This design comes from an exercise in tuning for small area on the open sky130 flow, not from production work.
Only simulation tests tie the RTL to the original design; equivalence was not proved.
Power figures rest on the tool's default switching activity, not on a simulated workload.

File: design/flow/run.sh
#!/bin/bash
# synth_recipe.tcl (not shown) runs the flow's synth.tcl, then flattens the netlist and writes it again
# the make line also repeats each setting of config.mk as NAME=value (left out here)
make -C /OpenROAD-flow-scripts/flow DESIGN_CONFIG=/design/flow/config.mk WORK_HOME=/design/flow/orfs CLKGATE_MAP_FILE= SYNTH_SCRIPT=/design/flow/synth_recipe.tcl finish
File: design/flow/config.mk
export PLATFORM = sky130hd
export DESIGN_NAME = uart
export DESIGN_NICKNAME = uart
export VERILOG_FILES = /design/flow/design.v
export SDC_FILE = /design/flow/constraint.sdc
export NUM_CORES = 4
export LEC_CHECK = 0
export CAP_MARGIN = 20
export CORE_MARGIN = 2
export CORE_UTILIZATION = 40
export PLACE_DENSITY = 0.6
export SLEW_MARGIN = 20
File: design/flow/constraint.sdc
create_clock -name core_clock -period 10.0 [get_ports {clk_i}]
set_input_delay 2.0000 -clock core_clock [delete_from_list [all_inputs] [get_ports {clk_i}]]
set_output_delay 2.0000 -clock core_clock [all_outputs]
set_load 0.01 [all_outputs]
File: design/flow/design.v
module count_fifo #(   
    parameter DATA_WIDTH = 8,
    parameter FIFO_DEPTH = 4
) (
    input logic clk,
    input logic rst,
    input logic wr_en,
    input logic rd_en,
    input logic [DATA_WIDTH-1:0] wdata,
    output logic [DATA_WIDTH-1:0] rdata,
    output logic full,
    output logic empty
);
  localparam ADDR_WIDTH = $clog2(FIFO_DEPTH);
  logic [DATA_WIDTH-1:0] fifo_mem[FIFO_DEPTH];
  logic [ADDR_WIDTH-1:0] write_ptr, read_ptr;
  logic [ADDR_WIDTH:0] fifo_count;
  always_ff @(posedge clk) begin
    if (rst) begin
      write_ptr  <= 0;
      read_ptr   <= 0;
      fifo_count <= 0;
    end else begin
      case ({
        wr_en, rd_en
      })
        2'b10:   fifo_count <= fifo_count + 1;
        2'b01:   fifo_count <= fifo_count - 1;
        default: fifo_count <= fifo_count;
      endcase
      if (wr_en && !full) begin
        fifo_mem[write_ptr] <= wdata;
        write_ptr <= write_ptr + 1;
      end
      if (rd_en && !empty) begin
        rdata <= fifo_mem[read_ptr];
        read_ptr <= read_ptr + 1;
      end
    end
  end
  assign full  = (fifo_count == FIFO_DEPTH);
  assign empty = (fifo_count == 0);
endmodule
module le_fifo #(
    parameter DATA_WIDTH = 8,
    parameter FIFO_DEPTH = 4
) (
    input logic clk,
    input logic rst,
    input logic wr_en,
    input logic rd_en,
    input logic [DATA_WIDTH-1:0] wdata,
    output logic [DATA_WIDTH-1:0] rdata,
    output logic full,
    output logic empty
);
  localparam ADDR_WIDTH = $clog2(FIFO_DEPTH);
  logic [DATA_WIDTH-1:0] fifo_mem[FIFO_DEPTH];
  logic [ADDR_WIDTH-1:0] write_ptr, read_ptr;
  always_ff @(posedge clk) begin
    if (rst) begin
      write_ptr <= 0;
      read_ptr  <= 0;
    end else begin
      if (wr_en && !full) begin
        fifo_mem[write_ptr] <= wdata;
        write_ptr <= write_ptr + 1;
      end
      if (rd_en && !empty) begin
        rdata <= fifo_mem[read_ptr];
        read_ptr <= read_ptr + 1;
      end
    end
  end
  assign full  = ((write_ptr + 1'b1) == read_ptr);
  assign empty = (write_ptr == read_ptr);
endmodule
module wbit_fifo #(
    parameter DATA_WIDTH = 8,
    parameter FIFO_DEPTH = 4
) (
    input logic clk,
    input logic rst,
    input logic wr_en,
    input logic rd_en,
    input logic [DATA_WIDTH-1:0] wdata,
    output logic [DATA_WIDTH-1:0] rdata,
    output logic full,
    output logic empty
);
  localparam ADDR_WIDTH = $clog2(FIFO_DEPTH);
  logic [DATA_WIDTH-1:0] fifo_mem[FIFO_DEPTH];
  logic [ADDR_WIDTH:0] write_ptr, read_ptr;
  logic wrap_around;
  always_ff @(posedge clk) begin
    if (rst) begin
      write_ptr <= 0;
      read_ptr  <= 0;
    end else begin
      if (wr_en && !full) begin
        fifo_mem[write_ptr[ADDR_WIDTH-1:0]] <= wdata;
        write_ptr <= write_ptr + 1;
      end
      if (rd_en && !empty) begin
        rdata <= fifo_mem[read_ptr[ADDR_WIDTH-1:0]];
        read_ptr <= read_ptr + 1;
      end
    end
  end
  assign wrap_around = (write_ptr[ADDR_WIDTH] ^ read_ptr[ADDR_WIDTH]);
  assign full = wrap_around & (write_ptr[ADDR_WIDTH-1:0] == read_ptr[ADDR_WIDTH-1:0]);
  assign empty = (write_ptr == read_ptr);
endmodule
module uart_tx #(
    parameter DATA_WIDTH = 8,
    parameter FIFO_DEPTH = 16
) (
    input logic clk_i,
    input logic rst_ni,
    input logic [15:0] baud_div_i,
    input logic tx_we_i,      
    input logic tx_en_i,      
    input logic [DATA_WIDTH-1:0] din_i,  
    output logic empty_o,   
    output logic full_o,    
    output logic tx_bit_o   
);
  localparam COUNTER_WIDTH = $clog2(DATA_WIDTH);
  logic                     rd_en;   
  logic [   DATA_WIDTH-1:0] data;   
  logic [   DATA_WIDTH-1:0] data_q;   
  logic [COUNTER_WIDTH-1:0] bit_counter;   
  logic [             15:0] baud_counter;   
  typedef enum logic [1:0] {
    IDLE,            
    SENDING_START,   
    SENDING_DATA,    
    SENDING_STOP     
  } state_t;
  state_t state, next_state;
  wbit_fifo #(
      .DATA_WIDTH(DATA_WIDTH),
      .FIFO_DEPTH(FIFO_DEPTH)
  ) tx_buffer (
      .clk  (clk_i),
      .rst  (!rst_ni),
      .wr_en(tx_we_i),
      .rd_en(rd_en),
      .wdata(din_i),
      .rdata(data),
      .full (full_o),
      .empty(empty_o)
  );
  always_comb begin
    next_state = state;
    rd_en = 1'b0;   
    unique case (state)
      IDLE: begin
        if (tx_en_i && !empty_o) begin
          rd_en = 1'b1;
          next_state = SENDING_START;
        end
      end
      SENDING_START: begin
        if (baud_counter == baud_div_i - 1) begin
          next_state = SENDING_DATA;
        end
      end
      SENDING_DATA: begin
        if (baud_counter == baud_div_i - 1 && bit_counter == DATA_WIDTH - 1) begin
          next_state = SENDING_STOP;
        end
      end
      SENDING_STOP: begin
        if (baud_counter == baud_div_i - 1) begin
          if (tx_en_i && !empty_o) begin
            rd_en = 1'b1;
            next_state = SENDING_START;
          end else begin
            next_state = IDLE;
          end
        end
      end
    endcase
    case (state)
      IDLE:          tx_bit_o = 1'b1;
      SENDING_START: tx_bit_o = 1'b0;
      SENDING_DATA:  tx_bit_o = data_q[bit_counter];
      SENDING_STOP:  tx_bit_o = 1'b1;
      default:       tx_bit_o = 1'b1;
    endcase
  end
  always_ff @(posedge clk_i or negedge rst_ni) begin
    if (!rst_ni) begin
      state <= IDLE;
      baud_counter <= 0;
      bit_counter <= 0;
      data_q <= '1;
    end else begin
      state <= next_state;
      if (state == IDLE) begin
        baud_counter <= 0;
      end else if (baud_counter == baud_div_i - 1) begin
        baud_counter <= 0;
      end else begin
        baud_counter <= baud_counter + 1;
      end
      if (baud_counter == baud_div_i - 1) begin
        case (state)
          IDLE: begin
            bit_counter <= 0;
          end
          SENDING_START: begin
            bit_counter <= 0;
            data_q <= data;
          end
          SENDING_DATA: begin
            if (bit_counter < DATA_WIDTH - 1) begin
              bit_counter <= bit_counter + 1;
            end
          end
          SENDING_STOP: begin
            bit_counter <= 0;
          end
          default: ;
        endcase
      end
    end
  end
endmodule
module uart_rx #(
    parameter DATA_WIDTH = 8,
    parameter FIFO_DEPTH = 16
) (
    input logic        clk_i,        
    input logic        rst_ni,       
    input logic [15:0] baud_div_i,   
    input logic        rx_re_i,      
    input logic        rx_en_i,      
    input logic        rx_bit_i,     
    output logic [DATA_WIDTH-1:0] dout_o,   
    output logic                  full_o,   
    output logic                  empty_o   
);
  localparam COUNTER_WIDTH = $clog2(DATA_WIDTH + 1);
  logic [   DATA_WIDTH-1:0] rx_data_reg;   
  logic [COUNTER_WIDTH-1:0] bit_counter;   
  logic [             15:0] baud_counter;   
  typedef enum logic [1:0] {
    IDLE,   
    START_BIT,   
    DATA_BITS,   
    STOP_BIT   
  } state_t;
  state_t state, next_state;
  logic mid_tick;
  logic end_tick;
  logic rx_we;
  assign mid_tick = (baud_counter == (baud_div_i >> 1));
  assign end_tick = (baud_counter == baud_div_i);
  wbit_fifo #(
      .DATA_WIDTH(DATA_WIDTH),
      .FIFO_DEPTH(FIFO_DEPTH)
  ) rx_buffer (
      .clk  (clk_i),
      .rst  (!rst_ni),
      .wr_en(rx_we),
      .rd_en(rx_re_i),
      .wdata(rx_data_reg),
      .rdata(dout_o),
      .full (full_o),
      .empty(empty_o)
  );
  assign rx_we = (state == STOP_BIT) && end_tick;
  always_comb begin
    next_state = state;
    unique case (state)
      IDLE: begin
        if (rx_en_i && !rx_bit_i && !full_o) begin
          next_state = START_BIT;
        end
      end
      START_BIT: begin
        if (mid_tick) begin
          if (!rx_bit_i) begin
            next_state = DATA_BITS;
          end else begin
            next_state = IDLE;
          end
        end
      end
      DATA_BITS: begin
        if (mid_tick && bit_counter == DATA_WIDTH - 1) begin
          next_state = STOP_BIT;
        end
      end
      STOP_BIT: begin
        if (mid_tick) begin
          if (rx_bit_i == 1'b1) begin
            next_state = IDLE;
          end
        end
      end
    endcase
  end
  always_ff @(posedge clk_i or negedge rst_ni) begin
    if (!rst_ni) begin
      state    <= IDLE;
      baud_counter <= '0;
      bit_counter <= '0;
      rx_data_reg <= '0;
    end else begin
      state <= next_state;
      if (state == IDLE || end_tick) begin
        baud_counter <= '0;
      end else begin
        baud_counter <= baud_counter + 1'b1;
      end
      if (mid_tick) begin
        if (state == DATA_BITS) begin
          rx_data_reg[bit_counter] <= rx_bit_i;
          if (bit_counter < DATA_WIDTH - 1) begin
            bit_counter <= bit_counter + 1'b1;
          end
        end else if (state == START_BIT) begin
          bit_counter <= '0;
        end
      end
    end
  end
endmodule
module uart #(
    parameter DATA_WIDTH = 8,
    parameter FIFO_DEPTH = 16
) (
    input  logic        clk_i,        
    input  logic        rst_ni,       
    input  logic        stb_i,        
    input  logic [ 1:0] adr_i,        
    input  logic [ 3:0] byte_sel_i,   
    input  logic        we_i,         
    input  logic [31:0] dat_i,        
    output logic [31:0] dat_o,        
    input  logic        uart_rx_i,    
    output logic        uart_tx_o     
);
  logic                                                                                                               [          15:0] baud_div_reg;   
  logic                                                                                                                                tx_en_reg;   
  logic                                                                                                                                rx_en_reg;   
  logic                                                                                                                                tx_full_o;   
  logic                                                                                                                                tx_empty_o;   
  logic                                                                                                                                rx_full_o;   
  logic                                                                                                                                rx_empty_o;   
  logic                                                                                                                                rx_frame_error;   
  logic                                                                                                                                tx_we_o;   
  logic                                                                                                                                rx_re_o;   
  logic                                                                                                               [DATA_WIDTH-1:0] dout_o;   
  logic                                                                                                               [          31:0] rdata;
  logic                                                                                                                                rd_state;
  assign rx_frame_error = 1'b0;
  enum logic [1:0] {UART_BAUD_ADDR = 2'b00, UART_CTRL_ADDR = 2'b01, UART_STATUS_ADDR = 2'b10, UART_DATA_ADDR = 2'b11}                  uart_reg_e;
  uart_tx #(
      .DATA_WIDTH(DATA_WIDTH),
      .FIFO_DEPTH(FIFO_DEPTH)
  ) uart_tx_inst (
      .clk_i     (clk_i),
      .rst_ni    (rst_ni),
      .baud_div_i(baud_div_reg),
      .tx_we_i   (tx_we_o),
      .tx_en_i   (tx_en_reg),
      .din_i     (dat_i[DATA_WIDTH-1:0]),
      .full_o    (tx_full_o),
      .empty_o   (tx_empty_o),
      .tx_bit_o  (uart_tx_o)
  );
  uart_rx #(
      .DATA_WIDTH(DATA_WIDTH),
      .FIFO_DEPTH(FIFO_DEPTH)
  ) uart_rx_inst (
      .clk_i     (clk_i),
      .rst_ni    (rst_ni),
      .baud_div_i(baud_div_reg),
      .rx_re_i   (rx_re_o),
      .rx_en_i   (rx_en_reg),
      .dout_o    (dout_o),
      .full_o    (rx_full_o),
      .empty_o   (rx_empty_o),
      .rx_bit_i  (uart_rx_i)
  );
  always_ff @(posedge clk_i) begin
    if (!rst_ni) begin
      baud_div_reg <= 16'd0;
      tx_en_reg    <= 1'b0;
      rx_en_reg    <= 1'b0;
    end else if (stb_i && we_i) begin
      unique case (adr_i)
        UART_BAUD_ADDR: begin
          if (byte_sel_i[0] || byte_sel_i[1]) baud_div_reg <= dat_i[15:0];
        end
        UART_CTRL_ADDR: begin
          if (byte_sel_i[0]) begin
            tx_en_reg <= dat_i[0];
            rx_en_reg <= dat_i[1];
          end
        end
        default: ;   
      endcase
    end
  end
  always_comb begin
    tx_we_o = 1'b0;
    rx_re_o = 1'b0;
    if (stb_i) begin
      unique case (adr_i)
        UART_DATA_ADDR: begin
          if (we_i) begin
            tx_we_o = ~tx_full_o;
          end else begin
            rx_re_o = ~rx_empty_o;
          end
        end
        default: ;
      endcase
    end
  end
  always_ff @(posedge clk_i) begin
    if (!rst_ni) begin
      rdata <= '0;
      rd_state <= '0;
    end else begin
      rdata <= rdata;
      rd_state <= stb_i && adr_i == UART_DATA_ADDR && !we_i && !rx_empty_o;
      if (stb_i) begin
        unique case (adr_i)
          UART_BAUD_ADDR:   rdata <= {16'b0, baud_div_reg};
          UART_CTRL_ADDR:   rdata <= {29'b0, rx_en_reg, tx_en_reg};
          UART_STATUS_ADDR: rdata <= {27'b0, rx_frame_error, rx_empty_o, rx_full_o, tx_empty_o, tx_full_o};
          default:          rdata <= '0;
        endcase
      end
    end
  end
  assign dat_o = rd_state ? {{(32 - DATA_WIDTH) {1'b0}}, dout_o} : rdata;
endmodule
==> results.py <==
metrics = {
    "clock_network": {
        "cts_buffer_depth": 3,
        "numCtsBuffers": 41,
        "ctsHoldBuffers": 0,
        "cts_sinks": 386,
        "cts_setup_buffers": 0,
        "root_buffer": "clkbuf_16",
        "clk_pin_slew_ns": 0.06,
        "insertion_delay_ns": 0.58,
        "post_cts_resized": 0,
        "cts_tree": "built",
        "h-tree-depth": 2,
    },
    "synth": {
        "synth-seq-cells": 386,
        "netlist_area_sq_um": 17040,
        "synth_flop_cell": "edfxtp_1",
        "synth_area_per_cell_sq_um": 14.47,
        "ys_seq_area_frac": 0.6311,
        "ys_async_sr_fraction": 0.1528,
        "synth_cell_types": 75,
        "synth-edff-count": 272,
        "syn_inst": 1178,
        "yosysWarnings": 4,
    },
    "timing": {
        "fin_skew_ns": 0.02740,
        "worst_hold_slack_ns": 0.4608,
        "timing.slew.headroom": 0.3076,
        "slew_violations": 0,
        "period_minus_slack_ns": 4.699,
        "tightest_slew_ns": 1.036,
        "tns_ns": 0,
        "finalCritPeriodShare": 0.4699,
        "hold_viol_final": 0,
        "clock.fmax_ghz": 0.2128,
        "rsz0062_at_grt": "false",
        "setup_viol": 0,
    },
    "cells_and_area": {
        "nFillCells": 3622,
        "drive_gt1_frac": 0.1610,
        "finalNetCount": 1273,
        "final_cell_mix": "272 x edfxtp_1, 110 x nor2_1, 82 x mux4_2",
        "final_common_cell": "edfxtp_1",
        "reg_top3": "uart_rx_inst.rx_buffer.fifo_mem (128), uart_tx_inst.tx_buffer.fifo_mem (128)",
        "synthToLayoutAreaGrowth_pct": 12.85,
        "num_antenna_cells": 0,
    },
    "routing": {
        "vias_per_cell": 5.270,
        "routed_wl_mm": 35.25,
        "drc": 0,
        "ant_nets": 0,
        "drtIter0Drc": 641,
        "vias": 9354,
        "post_drt_wl_per_cell_um": 19.86,
        "first_pass_iters": 5,
    },
    "setup_path": {
        "crit_type": "primary input to flop",
        "cp.required_ns": 10.18,
        "critPathArrivalTime_ns": 4.88,
        "critPathLaunchType": "primary input",
        "path_max_fanout": 11,
        "end_kind": "flop",
    },
    "die": {
        "die_x_um": 210.4,
        "initial_core_util": 0.4054,
        "dieArea_sq_um": 44270,
        "rows": 75,
        "die_height_um": 210.4,
        "ios": 76,
        "core_sq_um": 42040,
    },
    "power": {
        "total_power_uw": 3840,
        "leakagePower_uw": 0.006526,
        "p_per_area_nw_per_um2": 199.6,
        "irDropWorstVdd_mv": 0.1136,
    },
    "global_routing": {
        "grt_max_degree": 71,
        "grt_usage": 0.1630,
        "first_global_vias": 9486,
        "antenna_found_initial": 0,
        "gr-total-overflow": 0,
        "grt_pass1_wl_mm": 55.30,
    },
    "placed_design": {
        "numPortBuffers": 41,
        "gp_congestion": 0.7769,
        "dp_hpwl_mm": 22.96,
    },
    "outcome": {
        "status": "no timing/DRC/antenna violations",
    },
    "worst_hold_path": {
        "hp-class": "flop to flop",
    },
    "run": {
        "cap_violations": 0,
    },
}
[layer usage]
layer  up-vias  part of all wire  global-route usage
met5         -                 0                   0
met4         0             0.017             0.04104
met3        46             0.044             0.03188
met2       176              0.49              0.2692
met1      4732              0.45              0.2229
li1       4400                 -                   -
[where the power goes]
part,leakage [uW],switching (uW),internal [uW]
Clock,0.000716,643,964
Sequential,0.00362,118,1820
Combinational,0.00219,174,115
Total,0.00653,935,2900
[final timing paths]
path / start / end / slack (ns) / cells after the start
worst max-delay path: adr_i[1] / uart_tx_inst.tx_buffer.fifo_mem[12][4] / 5.30 / 5
worst min-delay path: uart_tx_inst.tx_buffer.rdata[7] / uart_tx_inst.data_q[7] / 0.46 / 1
worst max register to register: uart_tx_inst.tx_buffer.read_ptr[0] / uart_tx_inst.tx_buffer.fifo_mem[12][4] / 6.43 / 7
worst min register to register: uart_tx_inst.tx_buffer.rdata[7] / uart_tx_inst.data_q[7] / 0.46 / 1
max in group asynchronous: rst_ni / uart_tx_inst.baud_counter[4] / 7.79 / 1
min in group asynchronous: rst_ni / uart_tx_inst.bit_counter[0] / 1.58 / 1
[cell type report]
cell class	instances	area, sq um	share of cell area
multi-input combinational	694	5754	0.2992
clock buffer	62	1269	0.06597
clock inverter	13	181.4	0.009433
sequential	386	10760	0.5594
tap	539	674.4	0.03507
inverter	30	112.6	0.005855
timing repair buffer	51	483.0	0.02511
[per-stage QoR]
step           area (sq um)  setup slack, ns  std cells    util
2_1_floorplan         17100            5.894       1193       -
3_3_place_gp          17770            4.728       1700  0.4228
3_5_place_dp          17770            4.700       1700  0.4228
4_1_cts               19220            5.284       1775  0.4573
5_1_grt               19230            5.016       1775  0.4575
6_report              19230            5.301       1775  0.4575
[logic make-up after synthesis]
group	after synthesis	share of synthesized area
xor+xnor	96	0.04934
flops	386	0.6311
other cells	1	0.0002200
fa+ha+maj	26	0.01909
compound gates	123	0.04405
simple gates	323	0.09493
mux	110	0.1262
buf+inv	113	0.03509
[worst max-delay path, stage by stage]
cell and delay (ns):
clkdlybuf4s50_1 0.72, nand3_1 0.23, nor3b_1 0.88, nand3_1 0.35
nor2_1 0.70
[synth_stat cells, drive strengths merged, types with 3 or more instances]
master | count | area, sq um
edfxtp | 272 | 8168
nor2 | 110 | 412.9
mux4 | 82 | 1847
nand2 | 70 | 265.3
dfxtp | 55 | 1101
xnor2 | 53 | 464.2
dfrtp | 51 | 1276
clkbuf | 50 | 247.7
a21oi | 46 | 230.2
xor2 | 43 | 376.6
o21ai | 38 | 190.2
buf | 33 | 237.7
inv | 30 | 112.6
nand3 | 28 | 140.1
ha | 26 | 325.3
nor2b | 22 | 137.6
mux2 | 19 | 214.0
nand4 | 18 | 112.6
nor4 | 14 | 108.9
or3 | 14 | 87.58
and3 | 11 | 71.31
mux2i | 9 | 90.09
dfstp | 8 | 210.2
nor3 | 8 | 45.04
or4 | 6 | 48.80
o31ai | 5 | 37.54
nand3b | 4 | 30.03
nor3b | 4 | 30.03
o211ai | 4 | 30.03
a211oi | 3 | 32.53
a21o | 3 | 22.52
nand2b | 3 | 18.77
o22ai | 3 | 18.77

## port drivers added, routing unchanged
The flow's constraints put no driver on any port. The routed layout listed below was extracted and timed again, unchanged, in two steps.
Step 1, drivers: a clkbuf_16 drives clk_i and a buf_2 each remaining input, both assumed.
Step 2 moves the port delays by t, midway between the first and last clock arrival at a register: inputs arrive t later, outputs are due t later. That takes back most of the time a late clock gives input paths.
a / b / c = ideal / step 1 / step 2; a / b = the first two.
t (ns): 0.627
slack for setup (ns): 5.301 / 5.292 / 4.665
slew at the worst register clock pin (ns): 0.06 / 0.06
cell pins on the clock port's net: 1
After both steps setup and hold are still met in this run. For this run, drivers alone change the setup slack by -0.009 ns; drivers and shift together by -0.636 ns.
